This design comes from an exercise in tuning for a short achievable clock period and few clock cycles on the open sky130 flow, not from production work. Function was checked by simulation only, so behaviour that the tests miss may differ from the original. Power is estimated from default activity; no workload was simulated.

==> flow/design.v <==
module ALU2 (A,B, OpSel,zero, Res);
input [31:0] A;
input [31:0] B;
input [3:0] OpSel;
output zero;
output reg [31:0] Res;
always @(*)
begin
case(OpSel)
	4'h1: Res = A | B;             
	4'h2: Res = A + B;             
	4'h0: Res = A & B;             
	4'h6: Res = A - B;             
	4'h7: Res = (A < B)?  32'b1 : 32'b0;   
	default: Res = 32'b0;
endcase
end
assign zero = (Res==32'b0)? 1'b1 : 1'b0;
endmodule
module ALUControl2 (
	input [1:0] ALUOp,
	input [5:0] funct,
	output reg [3:0] OpSel
	);
	localparam
			AND = 4'h0,
			OR = 4'h1,
			ADD = 4'h2,
			SUB = 4'h6,
			SLT = 4'h7,
			ZERO = 4'hf;
	always @(*) begin
		case(ALUOp)
			2'b00: OpSel = ADD;  
			2'b01: OpSel = SUB;  
			2'b11: OpSel = ADD;  
			default: case(funct)   
				6'h24: OpSel = AND;
				6'h25: OpSel = OR;
				6'h20: OpSel = ADD;
				6'h22: OpSel = SUB;
				6'h2a: OpSel = SLT;
				default: OpSel = ZERO;  
			endcase
		endcase
	end
endmodule
module Control_unit (
	input [5:0] Opcode,
	output RegDst,ALUSrc,MemtoReg,RegWrite,
	       MemRead,MemWrite,Branch,extd,jump,
	output [1:0] ALUOp
	);
	 reg [10:0] controls;
	always @(*) begin
		case(Opcode)
			6'h23: controls = 11'b011_1100_0010;  
			6'h2b: controls = 11'b010_0010_0010;  
			6'h04: controls = 11'b000_0001_0110;  
			6'h08: controls = 11'b010_1000_1110;  
			6'h00: controls = 11'b100_1000_1010;  
			6'h02: controls = 11'b000_0000_0001;  
			default: controls = 11'b000_0000_0000;  
		endcase
	end
assign RegDst = controls[10];   assign ALUSrc = controls[9];
assign MemtoReg = controls[8];  assign RegWrite = controls[7];
assign MemRead = controls[6];   assign MemWrite = controls[5];
assign Branch = controls[4];    assign extd = controls[1];
assign jump = controls[0];      assign ALUOp = controls[3:2];
endmodule
module EX_MEM (input clk, input reset,
input RegWrite_1,input MemtoReg_1,            
input Branch_1,input MemRead_1,input MemWrite_1,    
input [31:0] Add_1,
input Zero_1,
input [31:0] AluRes_1,
input [31:0] ID_EX_1,
input [4:0] Mux_1,
output reg RegWrite_2,output reg MemtoReg_2,            
output reg Branch_2,output reg MemRead_2,output reg MemWrite_2,    
output reg [31:0] Add_2,
output reg Zero_2,
output reg [31:0] AluRes_2,
output reg [31:0] ID_EX_2,
output reg [4:0] Mux_2);
always @ (posedge clk) begin
if(reset==1) begin
RegWrite_2<=0;
Branch_2<=0;
MemRead_2<=0;
MemWrite_2<=0;
end
else begin
RegWrite_2<=RegWrite_1;
Branch_2<=Branch_1;
MemRead_2<=MemRead_1;
MemWrite_2<=MemWrite_1;
end
MemtoReg_2<=MemtoReg_1;
Add_2<=Add_1;
Zero_2<=Zero_1;
AluRes_2<=AluRes_1;
ID_EX_2<=ID_EX_1;
Mux_2<=Mux_1;
end
endmodule
module forwarding_unit
(
	input [4:0] Rs, Rt, ex_mem_Rd, mem_wb_Rd,
	input ex_mem_wb, mem_wb_wb,  
	output reg [1:0] forwardA, forwardB
);
always@*begin
	if(ex_mem_wb && (ex_mem_Rd != 0) && (ex_mem_Rd == Rs))
		forwardA = 2'b10;
	else if(mem_wb_wb && (mem_wb_Rd != 0) && (mem_wb_Rd == Rs))
		forwardA = 2'b01;
	else
		forwardA = 2'b00;
	if(ex_mem_wb && (ex_mem_Rd != 0) && (ex_mem_Rd == Rt))
		forwardB = 2'b10;
	else if(mem_wb_wb && (mem_wb_Rd != 0) && (mem_wb_Rd == Rt))
		forwardB = 2'b01;
	else
		forwardB = 2'b00;
end
endmodule
module Hazard (rt_ex,rs_id,rt_id,memread,branch,branch_b,jump,stall_pc,stall_control);
input [4:0] rt_ex,rs_id,rt_id;  
input memread,branch,branch_b,jump;  
output reg stall_pc,stall_control;  
always @(*)
begin
if ((memread==1 && (rt_ex==rs_id || rt_ex==rt_id)) || branch==1 || branch_b==1 || jump==1) 
stall_control = 1;  
else
stall_control = 0;
if((memread==1 && (rt_ex==rs_id || rt_ex==rt_id)) || branch==1 || branch_b==1)
stall_pc = 1;  
else
stall_pc = 0;
end
endmodule
module ID_EX (clk,reset,
RegWrite_1,MemtoReg_1,            
Branch_1,MemRead_1,MemWrite_1,    
RegDst_1,ALUOp_1,ALUSrc_1,         
IF_ID_1,                           
R1_1,R2_1,                         
SignEx_1,                          
Itwentyfive_1,                       
Itwenty_1,                         
Ififteen_1,                        
RegWrite_2,MemtoReg_2,
Branch_2,MemRead_2,MemWrite_2,
RegDst_2,ALUOp_2,ALUSrc_2,
IF_ID_2,
R1_2,R2_2,
SignEx_2,
Itwentyfive_2,
Itwenty_2,
Ififteen_2);
input clk,reset,RegWrite_1,MemtoReg_1,
Branch_1,MemRead_1,MemWrite_1,
RegDst_1,ALUSrc_1 ;
input [1:0] ALUOp_1;
input [31:0] IF_ID_1,
R1_1,R2_1,
SignEx_1 ;
input [4:0] Itwentyfive_1,Itwenty_1,Ififteen_1;
output reg RegWrite_2,MemtoReg_2,
Branch_2,MemRead_2,MemWrite_2,
RegDst_2,ALUSrc_2 ;
output reg [1:0] ALUOp_2;
output reg [31:0] IF_ID_2,
R1_2,R2_2,
SignEx_2 ;
output reg [4:0] Itwentyfive_2,Itwenty_2,Ififteen_2;
always @ (posedge clk) begin
if(reset==1) begin
RegWrite_2<=0;
Branch_2<=0;
MemRead_2<=0;
MemWrite_2<=0;
end
else begin
RegWrite_2<=RegWrite_1;
Branch_2<=Branch_1;
MemRead_2<=MemRead_1;
MemWrite_2<=MemWrite_1;
end
MemtoReg_2<=MemtoReg_1;
RegDst_2<=RegDst_1;
ALUOp_2<=ALUOp_1;
ALUSrc_2<=ALUSrc_1;
IF_ID_2<=IF_ID_1;
R1_2<=R1_1;
R2_2<=R2_1;
SignEx_2<=SignEx_1;
Itwentyfive_2<= Itwentyfive_1;
Itwenty_2<=Itwenty_1;
Ififteen_2<=Ififteen_1;
end
endmodule
module IF_ID (clk,reset,PCadder_1,InsMem_1,branch_1,stall,PCadder_2,InsMem_2,branch_2,stall_2);
input clk,reset;
input [31:0] PCadder_1;
input [31:0] InsMem_1;
input stall;
input branch_1;
output reg [31:0] PCadder_2;
output reg [31:0] InsMem_2;
output reg stall_2;
output reg branch_2;
always @ (posedge clk) begin
PCadder_2<=PCadder_1;
if(reset==1) begin
InsMem_2<=0;
stall_2<=1;
branch_2<=0;
end
else begin
InsMem_2<=InsMem_1;
stall_2<=stall;
branch_2<=branch_1;
end
end
endmodule
module MEM_WB (input clk, input reset,
input RegWrite_1,input MemtoReg_1,            
input [31:0] Read_data_1,
input [31:0] Address_1,
input [4:0] EX_MEM_1,
output reg RegWrite_2,output reg MemtoReg_2,            
output reg [31:0] Read_data_2,
output reg [31:0] Address_2,
output reg [4:0] EX_MEM_2
);
always @ (posedge clk) begin
if(reset==1)
RegWrite_2<=0;
else
RegWrite_2<=RegWrite_1;
MemtoReg_2<=MemtoReg_1;
Read_data_2<=Read_data_1;
Address_2<=Address_1;
EX_MEM_2<=EX_MEM_1;
end
endmodule
module Extender_32b_2 (
	input [15:0] immediate,	 
	input extd,  
	output [31:0] extendedno  
);
	assign extendedno = (extd==1) ?
	((immediate[15] == 1) ? {16'hFFFF,immediate}: {16'h0000,immediate}):{16'h0000,immediate};
endmodule
module Adder32bits (
	input [31:0] A,
	input [31:0] B,
	input stall,
	output [31:0] added,
	output Carry
);
	wire [32:0] sumandcarry;
	assign sumandcarry = (stall == 0) ? {1'b0,B} + {1'b0,A} : {1'b0,A};
	assign added = sumandcarry[31:0];
	assign Carry = sumandcarry[32];
endmodule
module Mux_2_to_1_32bits (
	input   [31:0]  passzero,
	input   [31:0]  passone,
	input   selection,
	output  [31:0]  selectedout
					);
assign  selectedout = (selection)? passone : passzero;
endmodule
module Mux_2_to_1_5bits (
	input   [4:0]  passzero,
	input   [4:0]  passone,
	input   selection,
	output  [4:0]  selectedout
					);
assign  selectedout = (selection)? passone : passzero;
endmodule
module Mux_3_to_1_32bits (
	input   [31:0]  passzero_zero, passzero_one, passone_zero,
	input   [1:0]   selection,
	output reg  [31:0]  selectedout
					);
	always@(*)begin
		case(selection)
		2'b00: selectedout = passzero_zero;
		2'b01: selectedout = passzero_one;
		default: selectedout = passone_zero;
		endcase
	end
endmodule
module Mux_16_to_8 (
	input RegWrite,MemtoReg,Branch,MemRead,MemWrite,RegDst,
	input [1:0] ALUOp,
	input ALUSrc,
	input selection,
	output reg RegWrite_f,MemtoReg_f,Branch_f,MemRead_f,MemWrite_f,RegDst_f,
	output reg [1:0] ALUOp_f,
	output reg ALUSrc_f
			);
always @(*) begin
if (selection == 0) begin
RegWrite_f = RegWrite; MemtoReg_f = MemtoReg; Branch_f = Branch; MemRead_f = MemRead;
MemWrite_f = MemWrite; RegDst_f = RegDst; ALUOp_f = ALUOp; ALUSrc_f = ALUSrc;
end
else begin
RegWrite_f = 0; MemtoReg_f = 0; Branch_f = 0; MemRead_f = 0;
MemWrite_f = 0; RegDst_f = 0;  ALUOp_f = 0; ALUSrc_f = 0;
end
end
endmodule
module And(input A,B, output c);
assign c = A & B;
endmodule
module shift2_32bits(input [31:0] A, output [31:0] c);
assign c = A << 2;
endmodule
module shift2_Jump(input [25:0] A, output [27:0] c);
assign c = {A ,2'b0};
endmodule
module PC (clk,DataIn,reset,DataOut);
input clk,reset;
input [31:0] DataIn;
output reg [31:0] DataOut;
always @ (posedge clk) begin
if(reset==1)
DataOut<=0;
else
DataOut<=DataIn;
end
endmodule
module registerfile(clk,RegWrite,R1,R2,W,WData,Out1,Out2);
input clk;
input RegWrite;
input [4:0] R1,R2;
input [4:0] W;
input [31:0] WData;
output reg [31:0] Out1,Out2;
reg [31:0] rf[1:31];
always@(*) begin
if(R1==0)
Out1=0;
else if(RegWrite==1 && W==R1)
Out1=WData;
else
Out1=rf[R1];
if(R2==0)
Out2=0;
else if(RegWrite==1 && W==R2)
Out2=WData;
else
Out2=rf[R2];
end
always@(posedge clk)
if(RegWrite ==1)
	if(W!=0) begin
		rf[W]<=WData;
end
endmodule
module mips_pipeline (
input clk,
input reset,
output [31:0] imem_addr,      
input  [31:0] imem_data,      
output [31:0] dmem_addr,      
output [31:0] dmem_wdata,     
output dmem_we,               
input  [31:0] dmem_rdata      
);
wire [31:0] outPC;
wire [31:0] pcin,outAdder4;       
wire [31:0] outInstruction;       
wire addercarr1,addercarr2;
wire [31:0] outInstruction_2;
wire [31:0] outAdder4_2;
wire RegWrite_2,MemtoReg_2,
Branch_2,MemRead_2,MemWrite_2,
RegDst_2,ALUSrc_2 ;
wire [1:0] ALUOp_2;
wire [31:0] outAdder4_3,
ReadData1_2,ReadData2_2,
OutExtender_2;
wire [14:0] outInstruction_3;
wire RegWrite_3,MemtoReg_3,
Branch_3,MemRead_3,MemWrite_3;
wire ALUzero_2;
wire [31:0] outAdderb_2,aluresult_2,ReadData2_3;
wire [4:0] writeRegister_2;
wire RegWrite_4,MemtoReg_4;
wire [31:0] memorydataout_2,aluresult_3;
wire [4:0] writeRegister_3;
wire stall_pc,stall_control,stall_control_2;
PC PC (clk,pcin,reset,outPC);  
assign imem_addr = outPC;
assign outInstruction = imem_data;
Adder32bits MyAdder (outPC,32'h4,stall_pc,outAdder4,addercarr1);   
wire RegWrite;
wire [31:0] W1Data;
wire [31:0] ReadData1;
wire [31:0] ReadData2;
wire [4:0] writeRegister;   
registerfile Register_File(clk,RegWrite_4,outInstruction_2 [25:21],outInstruction_2 [20:16],writeRegister_3,W1Data,ReadData1,ReadData2);
wire [3:0] OpSel;
wire [1:0] ALUOp,ALUOp_f;
wire RegDst,ALUSrc,MemtoReg,MemRead,MemWrite,Branch,extd,jump;
wire RegWrite_f,MemtoReg_f,Branch_f,Branch_b,MemRead_f,MemWrite_f,RegDst_f,ALUSrc_f;
wire ALUzero;
wire [31:0] aluresult;  
wire [31:0] mux_forward1_output, mux_forward2_output, mux_sec_stage_output;
wire [1:0] forwardA, forwardB;
ALU2 ALU (mux_forward1_output,mux_sec_stage_output,OpSel,ALUzero,aluresult);
wire MemRead_v = MemRead & ~stall_control_2;
wire Branch_v = Branch & ~stall_control_2;
wire jump_v = jump & ~stall_control_2;
Hazard my_hazard(outInstruction_2 [20:16],outInstruction [25:21],outInstruction [20:16],MemRead_v,Branch_v,Branch_b,jump_v,stall_pc,stall_control);
forwarding_unit my_fw(outInstruction_3[14:10], outInstruction_3[9:5], writeRegister_2, writeRegister_3,RegWrite_3, RegWrite_4,forwardA, forwardB);
Mux_3_to_1_32bits mux_forward1(ReadData1_2,W1Data, aluresult_2, forwardA,mux_forward1_output);
Mux_3_to_1_32bits mux_forward2(ReadData2_2,W1Data,aluresult_2,forwardB,mux_forward2_output);
Mux_2_to_1_32bits mux_sec_stage(mux_forward2_output,OutExtender_2,ALUSrc_2,mux_sec_stage_output);
Control_unit CU (
	outInstruction_2 [31:26],
	RegDst,ALUSrc,MemtoReg,RegWrite,
	       MemRead,MemWrite,Branch,extd,jump
	,ALUOp);
ALUControl2 CU_ALU (
	ALUOp_2,
OutExtender_2	[5:0],
	OpSel
	);
wire [31:0] OutExtender;   
Extender_32b_2 MyExt (
	outInstruction_2 [15:0],	 
	extd,  
	 OutExtender  
);
Mux_2_to_1_5bits  MuxRegister(
	outInstruction_3 [9:5],
	outInstruction_3 [4:0],
	RegDst_2,
	writeRegister
					);
wire [31:0] memorydataout,shiftout,outAdderb;
wire andgate;
assign dmem_addr = aluresult_2;
assign dmem_wdata = ReadData2_3;
assign dmem_we = MemWrite_3;
assign memorydataout = dmem_rdata;
Mux_2_to_1_32bits MUXdatamemory(aluresult_3,memorydataout_2,MemtoReg_4,W1Data);
Adder32bits MyAdder2 (outAdder4_3,shiftout,1'b0,outAdderb,addercarr2);
wire [31:0] BranchToJumpMuxs;
Mux_2_to_1_32bits MUXbranch(outAdder4,outAdderb,andgate,BranchToJumpMuxs);
And andbranch(Branch_2,ALUzero,andgate);
shift2_32bits branchshift(OutExtender_2,shiftout);
wire [27:0] OutputJumpShifter;
shift2_Jump JumpShifter(outInstruction_2 [25:0], OutputJumpShifter);
wire [31:0] JumpAddress= { outAdder4_2 [31:28] ,OutputJumpShifter};
Mux_2_to_1_32bits MUXjump (
	BranchToJumpMuxs,
	JumpAddress,
	jump_v,
	pcin
					);
IF_ID My_IF_ID (clk,reset,outAdder4,outInstruction,Branch_v,stall_control,
outAdder4_2,outInstruction_2,Branch_b,stall_control_2);
Mux_16_to_8 control_mux(RegWrite,MemtoReg,Branch,MemRead,MemWrite,RegDst,ALUOp,ALUSrc,stall_control_2,
RegWrite_f,MemtoReg_f,Branch_f,MemRead_f,MemWrite_f,RegDst_f,ALUOp_f,ALUSrc_f);
ID_EX My_ID_EX (clk,reset,
RegWrite_f,MemtoReg_f,Branch_f,MemRead_f,MemWrite_f,RegDst_f,ALUOp_f,ALUSrc_f,
outAdder4_2,ReadData1,ReadData2,OutExtender,outInstruction_2[25:21],outInstruction_2 [20:16],outInstruction_2 [15:11],
RegWrite_2,MemtoReg_2,Branch_2,MemRead_2,MemWrite_2,RegDst_2,ALUOp_2,ALUSrc_2,
outAdder4_3,ReadData1_2,ReadData2_2,OutExtender_2,outInstruction_3[14:10],outInstruction_3 [9:5],outInstruction_3 [4:0]);
EX_MEM My_EX_MEM (clk,reset,RegWrite_2,MemtoReg_2,Branch_2,MemRead_2,MemWrite_2,outAdderb,ALUzero,aluresult,mux_forward2_output,writeRegister,
RegWrite_3,MemtoReg_3,Branch_3,MemRead_3,MemWrite_3,outAdderb_2,ALUzero_2,aluresult_2,ReadData2_3,writeRegister_2);
MEM_WB My_MEM_WB (clk,reset,RegWrite_3,MemtoReg_3,memorydataout,aluresult_2,writeRegister_2,
RegWrite_4,MemtoReg_4,memorydataout_2,aluresult_3,writeRegister_3);
endmodule
==> flow/run.sh <==
#!/bin/bash
# synth_recipe.tcl (not shown) runs the flow's synth.tcl, then flattens the netlist and writes it again
# the make line also repeats each setting of config.mk as NAME=value (left out here)
make -C /OpenROAD-flow-scripts/flow DESIGN_CONFIG=/design/flow/config.mk WORK_HOME=/design/flow/orfs CLKGATE_MAP_FILE= SYNTH_SCRIPT=/design/flow/synth_recipe.tcl finish
==> flow/config.mk <==
export PLATFORM = sky130hd
export DESIGN_NAME = mips_pipeline
export DESIGN_NICKNAME = mips_pipeline
export VERILOG_FILES = /design/flow/design.v
export SDC_FILE = /design/flow/constraint.sdc
export NUM_CORES = 4
export LEC_CHECK = 0
export CAP_MARGIN = 20
export CORE_MARGIN = 2
export CORE_UTILIZATION = 40
export SLEW_MARGIN = 20
==> flow/constraint.sdc <==
create_clock -name core_clock -period 8.0 [get_ports {clk}]
set_input_delay 1.6000 -clock core_clock [delete_from_list [all_inputs] [get_ports {clk}]]
set_output_delay 1.6000 -clock core_clock [all_outputs]
set_load 0.01 [all_outputs]
==> impl_results.md <==
- Status: timing/DRC/antenna clean
- All-layer global routing usage: 0.254
- Fraction of layout cells with a size suffix above 1: 0.215
- Row count: 147
- DP Worst Slack: around 0.70 ns
- Antenna viol nets, final: 0
- Buf+Inv Stages, Crit Path: 3
- Post-cts sizing count: 0
- Initial antenna violation count: 3
- Worst clock skew: about 0.027 ns
- Commonest non-fill, non-tap cell in the layout: edfxtp_1
- Synth Instances: ~4500
- WL met2: 97.9 mm
- Num Clock Sinks: between 1000 and 1500
- Sequential share of the synthesized area: 0.576
- Ys Warns: 13
- Maximum Capacitance Violations: 0
- DP Cell Count: 6635
- Crit-path cells: or3_1 > o31ai_1 > nor4_2 > buf_12 > mux2i_1 > o21ai_0 > mux2_2 > ha_1 > inv_1 > fa_1 > nand2b_1 > a211oi_1 > o211a_1 > o31ai_1 > a21oi_1 > o31ai_1 > nand3_1 > nand4b_1 > nor4_1 > nand4b_1 > or3_1 > buf_4 > nor4_1 > a221o_1
- Max H-tree Level: 4
- CP dominant cell by count: o31ai_1
- Number of global-route vias before repair: 41500
- Reg clk slew, reported paths: around 0.07 ns
- Internal power: roughly 14 mW
- Relative slew slack: 0.271
- PD cells: approximately 260 nW/µm²
- Met3 WL post-DR: 19.7 mm
- Net Count, Synth: 4704
- Hpwl dp: 128 mm
- Syn_area_per_cell: 14.3 µm²
- Count of final setup violators: 0
- Top FF cell, synth: edfxtp_1
- Worst-Skew Late Latency: 0.79 ns
- Finished Layout Cells: 6895
- Worst Tran Pin Value: 1.09 ns
- First-pass GRT wire length: 301 mm
- Unrepaired setup endpoints after global routing: no
- Asr flop ratio synth: 0
- CP delay by family, top: compound AO/OA/AOI/OAI gates
- Min Tclk post-route: 7.43 ns
- Mapped cell area: about 65000 µm²
- Comb pwr share: 0.176
- Share of total power in sequential cells: 0.466
- Main combinational cell family by area after synthesis: multiplexers
- Wire per inst: 30.6 µm
- Core area: 161000 µm²
- Detailed Route WL: 211 mm
- Largest net degree at the start of global routing: 79
- Total power after layout: 18.9 mW
- GRT overflow: 0
- Final total negative setup slack: 0 ns
- Routed via count: 42600
- Final Max Slew Viols: 0
- Final worst slack: between 0.5 and 0.6 ns
- Sw frac: 0.286
- Worst Path Required: 8.74 ns
- Cts bufs inserted: ~150
- Worst hold margin: 0.325 ns
- Clk pwr share: 0.358
- Final Cycle Share: 0.929
- Crit path kind: reg -> reg
- Die Height: 406 µm
- Switching Power: 5.42 mW
- Top routing layer in use: met5
- Routability cong.: 0.933
- Post-synthesis compound-gate area fraction: 0.0884
- CTS tree: built
- Syn-to-layout area delta: 14.4%
- M1 WL: 84.6 mm
- CP Capture Type: flop
- DR pass1 iterations: 6
- Post-synth EDFFs: 992
- Synth Area in XOR/XNOR: 0.0138
- Crit path max-delay cell type: o31ai_1
- Die Span X: 406 µm
- Adder-Cell Fraction of Synth Area: 0.0255
- # IOs: 163
- Seq cells post-synth: 1364
- Leading cell types in the layout, fill and taps excluded: edfxtp_1, mux4_2, dfxtp_1
- Setup bufs post-CTS: 0
- Mux cell area share after synthesis: 0.210
- DRC Markers: 0
- Hold violation total from the final report: 0
- Min-delay worst type: reg -> reg
- CTS root buffer: clkbuf_16
- CTS max path bufs: 3
- Fin nets: 4820
- Yosys cell types: 83
- Data arrival, critical path: 8.17 ns
- Initial drt markers: 4983
- Vias/cell: 6.17
- Worst-path maximum fanout: 27
- Port Buffer Count: 162
- CP Launch Type: flop
- Post-CTS Hold Buffers: 0
- Peak VDD IR: 0.247 mV
- Die Area: about 160000 µm²
- Maximum achievable frequency: 135 MHz
- Simple-gate share of the synthesized area: 0.0611
- Critical path's largest stage delay: approximately 0.89 ns
- Starting density of the core: 0.403
- Leakage: 24.1 nW
- Fill count: 14000
==> worst paths after layout <==
kind                                        startpoint                   end  slack, ns  cells after the start
worst max-delay path             My_MEM_WB.EX_MEM_2[2]        PC.DataOut[23]       0.57                     24
worst max register to register   My_MEM_WB.EX_MEM_2[2]        PC.DataOut[23]       0.57                     24
worst min-delay path            My_IF_ID.PCadder_2[12]  My_ID_EX.IF_ID_2[12]       0.32                      0
worst min register to register  My_IF_ID.PCadder_2[12]  My_ID_EX.IF_ID_2[12]       0.32                      0
==> cell usage after synthesis, types with 23 or more instances <==
library cell	instances	area, µm²
edfxtp_1	992	29800
mux4_2	426	9590
dfxtp_1	372	7450
a21oi_1	252	1260
clkbuf_1	235	882
nor2_1	210	788
nand2_1	207	777
mux2i_1	199	1990
o21ai_0	192	961
mux2_2	175	1970
ha_1	127	1590
inv_1	116	435
nor3_1	111	556
a221oi_1	110	963
nor2b_1	80	500
buf_1	68	255
xnor2_1	64	561
nand3_1	49	245
o211ai_1	47	353
xor2_1	38	333
o21a_1	32	240
o221ai_1	30	263
nand2b_1	25	156
nor4_1	25	156
o31ai_1	23	173
==> state kept, by name, summed over array words and instances, names as in the netlist, 5 cells and up, named ones only <==
register,flops
Register_File.rf,992
My_ID_EX.Itwenty_2,5
PC.DataOut,30
My_MEM_WB.Read_data_2,32
My_EX_MEM.Mux_2,5
My_IF_ID.PCadder_2,32
My_EX_MEM.AluRes_2,32
My_ID_EX.R1_2,32
My_ID_EX.IF_ID_2,32
My_EX_MEM.ID_EX_2,32
My_ID_EX.R2_2,32
My_IF_ID.InsMem_2,32
My_ID_EX.SignEx_2,13
My_MEM_WB.Address_2,32
My_ID_EX.Itwentyfive_2,5
My_MEM_WB.EX_MEM_2,5
==> power by group through the flow <==
stage,registers [mW],clock network (mW),logic (mW)
final,8.83,6.78,3.33
after global routing,8.85,7.14,3.59
after floorplan,8.81,0,1.94
after detailed placement,8.98,0,3.29
after global placement,8.98,0,3.26
after CTS,8.83,6.87,3.30
==> worst register-to-register path, delay by kind of cell (launching register included) <==
kind | cells | cell delay (ns)
DFF | 1 | 0.31
and+or+nand+nor | 9 | 2.68
muxes | 2 | 0.51
buffers and inverters | 3 | 0.59
AOI/OAI and AO/OA | 8 | 2.82
adders and majority gates | 2 | 0.50
==> through the flow <==
stage / instance area, µm² / util
2_1_floorplan: 64700 / -
3_3_place_gp: 69200 / 0.431
3_5_place_dp: 69300 / 0.431
4_1_cts: 74000 / 0.461
5_1_grt: 74000 / 0.461
6_report: 74000 / 0.461
==> routing by layer <==
metal | GRT usage | vias to the layer above
met1 | 0.344 | 21900
met5 | 0 | -
met4 | 0.0954 | 12
met2 | 0.399 | 2215
li1 | - | 18100
met3 | 0.0556 | 419
==> area by class of cell <==
cell class                 instances  area [µm²]  share of cell area
timing repair buffer             285        2700              0.0365
clock inverter                    71         717             0.00969
inverter                         117         439             0.00594
antenna                            1        2.50           0.0000338
multi-input combinational       2709       26100               0.353
clock buffer                     188        4010              0.0542
sequential                      1364       37300               0.504
tap                             2160        2700              0.0365
==> cells by family after synthesis <==
logic type,count (synthesis)
AOI/OAI and AO/OA,861
buffers and inverters,435
muxes,800
DFF,1364
xor gates and xnor gates,102
and+or+nand+nor,816
adders and majority gates,130
Testbench counts, summed over its fixed seeds: cycles 26,068.

port drivers added, routing unchanged:
In the flow no input, the clock included, has a driving cell. The finished layout below was timed again as built, in two steps. Step 1 assumes that a clkbuf_16 drives the clock port and a buf_2 every other input. Step 2 adds t to the input delays and takes it off the output delays; t is the mean of the earliest and latest rising clock arrival at the registers after step 1. Input paths then give back, and output paths get back, about the clock's delay inside the block. Three values: no drivers, after step 1, after step 2; two values: the first two.
t (ns): 0.861
setup WS [ns]: 0.570 / 0.570 / 0.570
hold slack, ns: 0.325 / 0.325 / 0.325
worst slew at a driven data input, ns: 0.09
After both steps setup and hold are still met in this run. The setup slack of this run moves by 0.000 ns with the drivers and by 0.000 ns with both steps.
